This is an optimization exercise on Yosys and OpenROAD, whose aim is small area, not a production implementation.
The RTL was checked by simulation tests, not by an equivalence proof against the original design.

==> run M: inputs <==
==> flow/design.v (excerpt) <==
module IDCT_all(seq_in, mode, clk, reset, seq_out_4, seq_out_8);
clock: 10.0 ns
lec_check: 0
cap_margin: 20
core_margin: 2
core_utilization: 45
slew_margin: 20
standard.sh (not shown) runs the stock make flow with config.mk's settings and CLKGATE_MAP_FILE= SYNTH_SCRIPT=/design/flow/synth_recipe.tcl, a recipe that flattens the netlist after the stock synthesis.
==> flow/flow/run.sh <==
#!/bin/bash
# Layout flow: the standard flow (standard.sh) with these changes.
#
#  1. Synthesis runs with SYNTH_OPERATIONS_ARGS=-noabc: Yosys's generic
#     "abc -fast" pass is skipped before full-adder extraction, so the
#     ripple-carry adders of the RTL map straight onto full-adder cells
#     instead of full adders wrapped in inverters.
#  2. The combinational logic of that netlist (all but registers, full/half
#     adders and tie cells) is mapped again by ABC with a shorter script
#     (flow/reopt.ys, flow/reopt.abc), and checked equivalent to it
#     (flow/equiv.ys).
#     After each of steps 1 and 2 the registers are compared with the
#     standard synthesis (same instance names and cell types); if a step
#     fails or changes them, the flow goes back to the previous netlist.
#  3. Clock tree synthesis without dummy loads and with larger sink clusters
#     driven by clkbuf_8 leaf buffers (CTS_ARGS).
#  4. Every input and output port still gets its own buffer, but a buf_1
#     instead of the default clkdlybuf4s50_1 (BUFFER_PORTS_ARGS).
#
# Everything else (floorplan, power grid, placement, routing, finishing) is
# standard.sh unchanged. Each step's output goes to its own log file here.
set -uo pipefail

RES=orfs/results/${FLOW_PLATFORM}/IDCT_all/base
LOGS=orfs/logs/${FLOW_PLATFORM}/IDCT_all/base
YOSYS=$(command -v yosys || echo "$FLOW_HOME/../tools/install/yosys/bin/yosys")

flops() {
    grep -oE 'sky130_fd_sc_hd__[a-z0-9_]+ +[^ (]+ *\(' "$1" \
        | grep -E 'sky130_fd_sc_hd__(s?e?df|dl)' | sed 's/ *($//' | sort
}

same_flops() {   # $1: netlist; compared with the standard synthesis
    flops "$1" > flops_check.txt && [[ -s flops_standard.txt ]] \
        && cmp -s flops_standard.txt flops_check.txt
}

use_netlist() {  # $1: netlist to lay out; rebuilds 1_synth.odb from it
    rm -f "$RES/1_2_yosys.v" "$RES/1_synth.odb" "$RES/1_synth.sdc"
    cp "$1" "$RES/1_2_yosys.v"
    [[ -f "$RES/1_2_yosys.sdc" ]] || cp "$FLOW_SDC" "$RES/1_2_yosys.sdc"
    bash standard.sh synth > "synth_odb_$(basename "$1" .v).log" 2>&1
}

# 1. reference: the standard synthesis
bash standard.sh synth > synth_standard.log 2>&1 || exit 1
cp "$RES/1_2_yosys.v" synth_standard.v
cp "$LOGS/1_2_yosys.log" synth_standard_yosys.log 2>/dev/null
flops synth_standard.v > flops_standard.txt
chosen=synth_standard.v

# 1'. synthesis without the generic abc pass
rm -f "$RES/1_2_yosys.v" "$RES/1_2_yosys.sdc" "$RES/1_synth.odb" "$RES/1_synth.sdc"
if SYNTH_OPERATIONS_ARGS=-noabc bash standard.sh synth > synth_noabc.log 2>&1 \
    && [[ -s "$RES/1_2_yosys.v" ]] && same_flops "$RES/1_2_yosys.v"; then
    cp "$RES/1_2_yosys.v" synth_noabc.v
    chosen=synth_noabc.v
    echo "noabc synthesis: used" > synth_choice.txt
else
    echo "noabc synthesis: failed or registers differ, not used" > synth_choice.txt
fi

# 2. re-map the combinational logic
LIB=$(make -s -C "$FLOW_HOME" DESIGN_CONFIG="$PWD/config.mk" WORK_HOME="$PWD/orfs" print-LIB_FILES 2>/dev/null | sed 's/^LIB_FILES: *//' | awk '{print $1}')
DONTUSE=$(make -s -C "$FLOW_HOME" DESIGN_CONFIG="$PWD/config.mk" WORK_HOME="$PWD/orfs" print-DONT_USE_CELLS 2>/dev/null | sed 's/^DONT_USE_CELLS: *//' | awk '{for (i = 1; i <= NF; i++) printf "-dont_use %s ", $i}')
PERIOD_PS=$(awk -v p="$FLOW_PERIOD_NS" 'BEGIN {printf "%d", p * 1000}')
printf 'set_driving_cell sky130_fd_sc_hd__buf_1\nset_load 5\n' > reopt.constr
sed -e "s#@LIB@#$LIB#g" -e "s#@IN@#$chosen#" -e "s#@OUT@#reopt.v#" -e "s#@TOP@#$FLOW_TOP#" \
    -e "s#@DONTUSE@#$DONTUSE#" -e "s#@CONSTR@#-constr reopt.constr#" -e "s#@PERIOD_PS@#$PERIOD_PS#" \
    -e "s#@ABC@#flow/reopt.abc#" flow/reopt.ys > reopt.ys
sed -e "s#@LIB@#$LIB#g" -e "s#@GOLD@#$chosen#" -e "s#@GATE@#reopt.v#" -e "s#@TOP@#$FLOW_TOP#g" \
    flow/equiv.ys > equiv.ys
if [[ -n "$LIB" ]] && timeout 1800 "$YOSYS" -s reopt.ys > reopt_yosys.log 2>&1 \
    && [[ -s reopt.v ]] && same_flops reopt.v \
    && timeout 1800 "$YOSYS" -s equiv.ys > reopt_equiv.log 2>&1; then
    chosen=reopt.v
    echo "re-mapped netlist: used" >> synth_choice.txt
else
    echo "re-mapped netlist: failed, not equivalent or registers differ, not used" >> synth_choice.txt
fi
use_netlist "$chosen" || { use_netlist synth_standard.v || exit 1; }

# 3. the rest of the standard flow, with the clock tree and port buffer settings
BUFFER_PORTS_ARGS="-buffer_cell sky130_fd_sc_hd__buf_1" \
CTS_ARGS="-sink_clustering_enable -repair_clock_nets -dont_use_dummy_load -sink_clustering_size 16 -sink_clustering_max_diameter 60 -buf_list sky130_fd_sc_hd__clkbuf_8" \
    bash standard.sh finish > finish.log 2>&1 || exit 1

[[ -s out/final.def ]]
==> flow/flow/equiv.ys <==
# The re-mapped netlist must do what the synthesized one does, register for
# register (registers are black boxes with the same names in both).
read_liberty -ignore_miss_func @LIB@
read_verilog @GOLD@
rename @TOP@ gold
read_verilog @GATE@
rename @TOP@ gate
blackbox sky130_fd_sc_hd__*df* sky130_fd_sc_hd__*dl* sky130_fd_sc_hd__fa_* sky130_fd_sc_hd__ha_* sky130_fd_sc_hd__conb_*
flatten
equiv_make gold gate eq
hierarchy -top eq
equiv_simple
equiv_status -assert
==> flow/flow/reopt.abc <==
strash
dch
amap
topo
stime -c
buffer -c
upsize -c
dnsize -c
==> flow/flow/reopt.ys <==
# Re-map the combinational logic of the synthesized netlist with a shorter
# ABC script. Registers, full/half adders and tie cells are kept as they are
# (black boxes); everything else is flattened into logic and mapped again.
read_liberty -ignore_miss_func @LIB@
read_verilog @IN@
hierarchy -top @TOP@
blackbox sky130_fd_sc_hd__*df* sky130_fd_sc_hd__*dl* sky130_fd_sc_hd__fa_* sky130_fd_sc_hd__ha_* sky130_fd_sc_hd__conb_*
flatten
opt_clean -purge
abc -liberty @LIB@ @DONTUSE@ @CONSTR@ -D @PERIOD_PS@ -script @ABC@
opt_clean -purge
setundef -zero
hilomap -singleton -hicell sky130_fd_sc_hd__conb_1 HI -locell sky130_fd_sc_hd__conb_1 LO
splitnets
opt_clean -purge
insbuf -buf sky130_fd_sc_hd__buf_4 A X
stat -liberty @LIB@
write_verilog -noattr -nohex -nodec @OUT@
==> inputs of run P, as changes to run M <==
==> flow/flow/reopt.abc (replaced) <==
&get -n
&st
&dch
&nf -R 1000
&put
buffer -c
topo
stime -c
upsize -c
dnsize -c
==> inputs of run E, as changes to run M <==
==> flow/flow/run.sh (replaced) <==
#!/bin/bash
# Layout flow: the standard flow (standard.sh) with three changes.
#
#  1. Synthesis runs with SYNTH_OPERATIONS_ARGS=-noabc: Yosys's generic
#     "abc -fast" pass is skipped before full-adder extraction, so the
#     ripple-carry adders of the RTL map straight onto full-adder cells
#     instead of full adders wrapped in inverters. The registers are checked
#     against the standard synthesis (same names and cell types); if they
#     differ in any way, the standard synthesis is used instead.
#  2. Clock tree synthesis without dummy loads and with larger sink clusters
#     driven by clkbuf_8 leaf buffers (CTS_ARGS).
#  3. Every input and output port still gets its own buffer, but a buf_1
#     instead of the default clkdlybuf4s50_1 (BUFFER_PORTS_ARGS).
#
# Everything else (floorplan, power grid, placement, routing, finishing) is
# standard.sh unchanged. Each step's output goes to its own log file here.
set -uo pipefail

RES=orfs/results/${FLOW_PLATFORM}/IDCT_all/base
LOGS=orfs/logs/${FLOW_PLATFORM}/IDCT_all/base

flops() {
    grep -oE 'sky130_fd_sc_hd__[a-z0-9_]+ +[^ (]+ *\(' "$1" \
        | grep -E 'sky130_fd_sc_hd__(s?e?df|dl)' | sed 's/ *($//' | sort
}

# 1. reference: the standard synthesis
bash standard.sh synth > synth_standard.log 2>&1 || exit 1
cp "$RES/1_2_yosys.v" synth_standard.v
cp "$LOGS/1_2_yosys.log" synth_standard_yosys.log 2>/dev/null

# 2. synthesis without the generic abc pass
rm -f "$RES/1_2_yosys.v" "$RES/1_2_yosys.sdc" "$RES/1_synth.odb" "$RES/1_synth.sdc"
if SYNTH_OPERATIONS_ARGS=-noabc bash standard.sh synth > synth_noabc.log 2>&1 \
    && [[ -s "$RES/1_2_yosys.v" ]] \
    && flops synth_standard.v > flops_standard.txt \
    && flops "$RES/1_2_yosys.v" > flops_noabc.txt \
    && [[ -s flops_standard.txt ]] \
    && cmp -s flops_standard.txt flops_noabc.txt; then
    echo "using the -noabc synthesis" > synth_choice.txt
else
    echo "registers differ or synthesis failed: using the standard synthesis" > synth_choice.txt
    rm -f "$RES/1_2_yosys.v" "$RES/1_2_yosys.sdc" "$RES/1_synth.odb" "$RES/1_synth.sdc"
    cp synth_standard.v "$RES/1_2_yosys.v"
    cp "$FLOW_SDC" "$RES/1_2_yosys.sdc"
    bash standard.sh synth > synth_restore.log 2>&1 || exit 1
fi

# 3. the rest of the standard flow, with the clock tree and port buffer settings
BUFFER_PORTS_ARGS="-buffer_cell sky130_fd_sc_hd__buf_1" CTS_ARGS="-sink_clustering_enable -repair_clock_nets -dont_use_dummy_load -sink_clustering_size 16 -sink_clustering_max_diameter 60 -buf_list sky130_fd_sc_hd__clkbuf_8" \
    bash standard.sh finish > finish.log 2>&1 || exit 1

[[ -s out/final.def ]]
removed: flow/flow/equiv.ys
removed: flow/flow/reopt.abc
removed: flow/flow/reopt.ys
==> inputs of run G, as changes to run M <==
--- a/flow/flow/run.sh
+++ b/flow/flow/run.sh
@@ -7,7 +7,7 @@
 #     instead of full adders wrapped in inverters.
 #  2. The combinational logic of that netlist (all but registers, full/half
 #     adders and tie cells) is mapped again by ABC with a shorter script
-#     (flow/reopt.ys, flow/reopt.abc), and checked equivalent to it
+#     (flow/reopt.ys, flow/reopt.abc: an area-oriented amap), and checked equivalent to it
 #     (flow/equiv.ys).
 #     After each of steps 1 and 2 the registers are compared with the
 #     standard synthesis (same instance names and cell types); if a step
==> flow/flow/reopt.abc (replaced) <==
strash
dch
amap -F 3 -A 8
strash
dch
amap -F 3 -A 8
strash
dch
amap -F 3 -A 8
topo
stime -c
buffer -c
upsize -c
dnsize -c
==> qor summary <==
                                                                                  run P         run G         run M         run E
Outcome                                                        timing/DRC/antenna clean  timing/DRC/antenna clean  timing/DRC/antenna clean  timing/DRC/antenna clean
Area growth from synthesis to layout                                              6.43%         6.27%         6.22%         6.14%
Y dimension of the die                                                           421 µm        418 µm        420 µm        424 µm
Worst setup path startpoint                                                      s8p[0]  pass2.xd[10]        s8p[0]        s8p[3]
Final non-clock buffer share                                                     0.0131        0.0133        0.0123        0.0120
Number of buffers and inverters on the critical path                                  2             1             2             1
Non-clock inverter total of the final layout                                         41           631           675            41
Delay contributed by the slowest stage of the critical path                     0.75 ns       0.69 ns       0.74 ns       0.78 ns
Average wire per standard cell                                                  15.8 µm       16.3 µm       16.1 µm       15.8 µm
Post-synthesis area per instance                                               12.9 µm²      11.4 µm²      11.2 µm²      13.4 µm²
Reg2reg end                                                                pass2.a5[12]  pass2.b4[11]  pass2.a7[12]  pass2.a4[12]
Inst Count DP                                                                      8277          8820          9099          8115
Number of antenna violations at the first check in global routing                     1             2             2             3
First-pass GRT wire length                                                    223000 µm     242000 µm     247000 µm     220000 µm
Actual slew at the worst max-slew pin                                           1.09 ns       1.02 ns       1.01 ns       1.07 ns
Final-layout worst hold slack                                                  0.281 ns      0.243 ns      0.285 ns      0.262 ns
Buffers outside the clock class                                                     179           177           169           166
Portion of the clock cycle consumed by the worst path in the final layout         0.953         0.953         0.953         0.944

-- static timing again, ports no longer ideal --
The results above use ideal ports. As a check the final layouts listed here were re-extracted and re-timed, cells and wires unchanged.
Step 1, drivers: a clkbuf_16 drives clk and a buf_2 each remaining input, both assumed.
Step 2 times the ports against the registers' clock, not the clock port: input delays grow and output delays shrink by t, the midpoint of the rising clock arrivals with the driver on.
Three values: ideal, step 1, step 2; two values: the first two.
| run | shift t [ns] | setup WS [ns] | worst setup path at the end | slew at the worst register clock pin (ns) | worst data-port slew with drivers (ns) |
|---|---|---|---|---|---|
| run M | 0.956 | 0.472 / 0.472 / 0.472 | register to register | 0.10 / 0.10 | 0.03 |
| run P | 0.914 | 0.471 / 0.471 / 0.471 | register to register | 0.10 / 0.10 | 0.03 |
| run E | 0.930 | 0.564 / 0.564 / 0.564 | register to register | 0.10 / 0.10 | 0.13 |
| run G | 0.934 | 0.470 / 0.470 / 0.470 | register to register | 0.11 / 0.11 | 0.03 |
After both steps setup and hold are still met in every run listed.
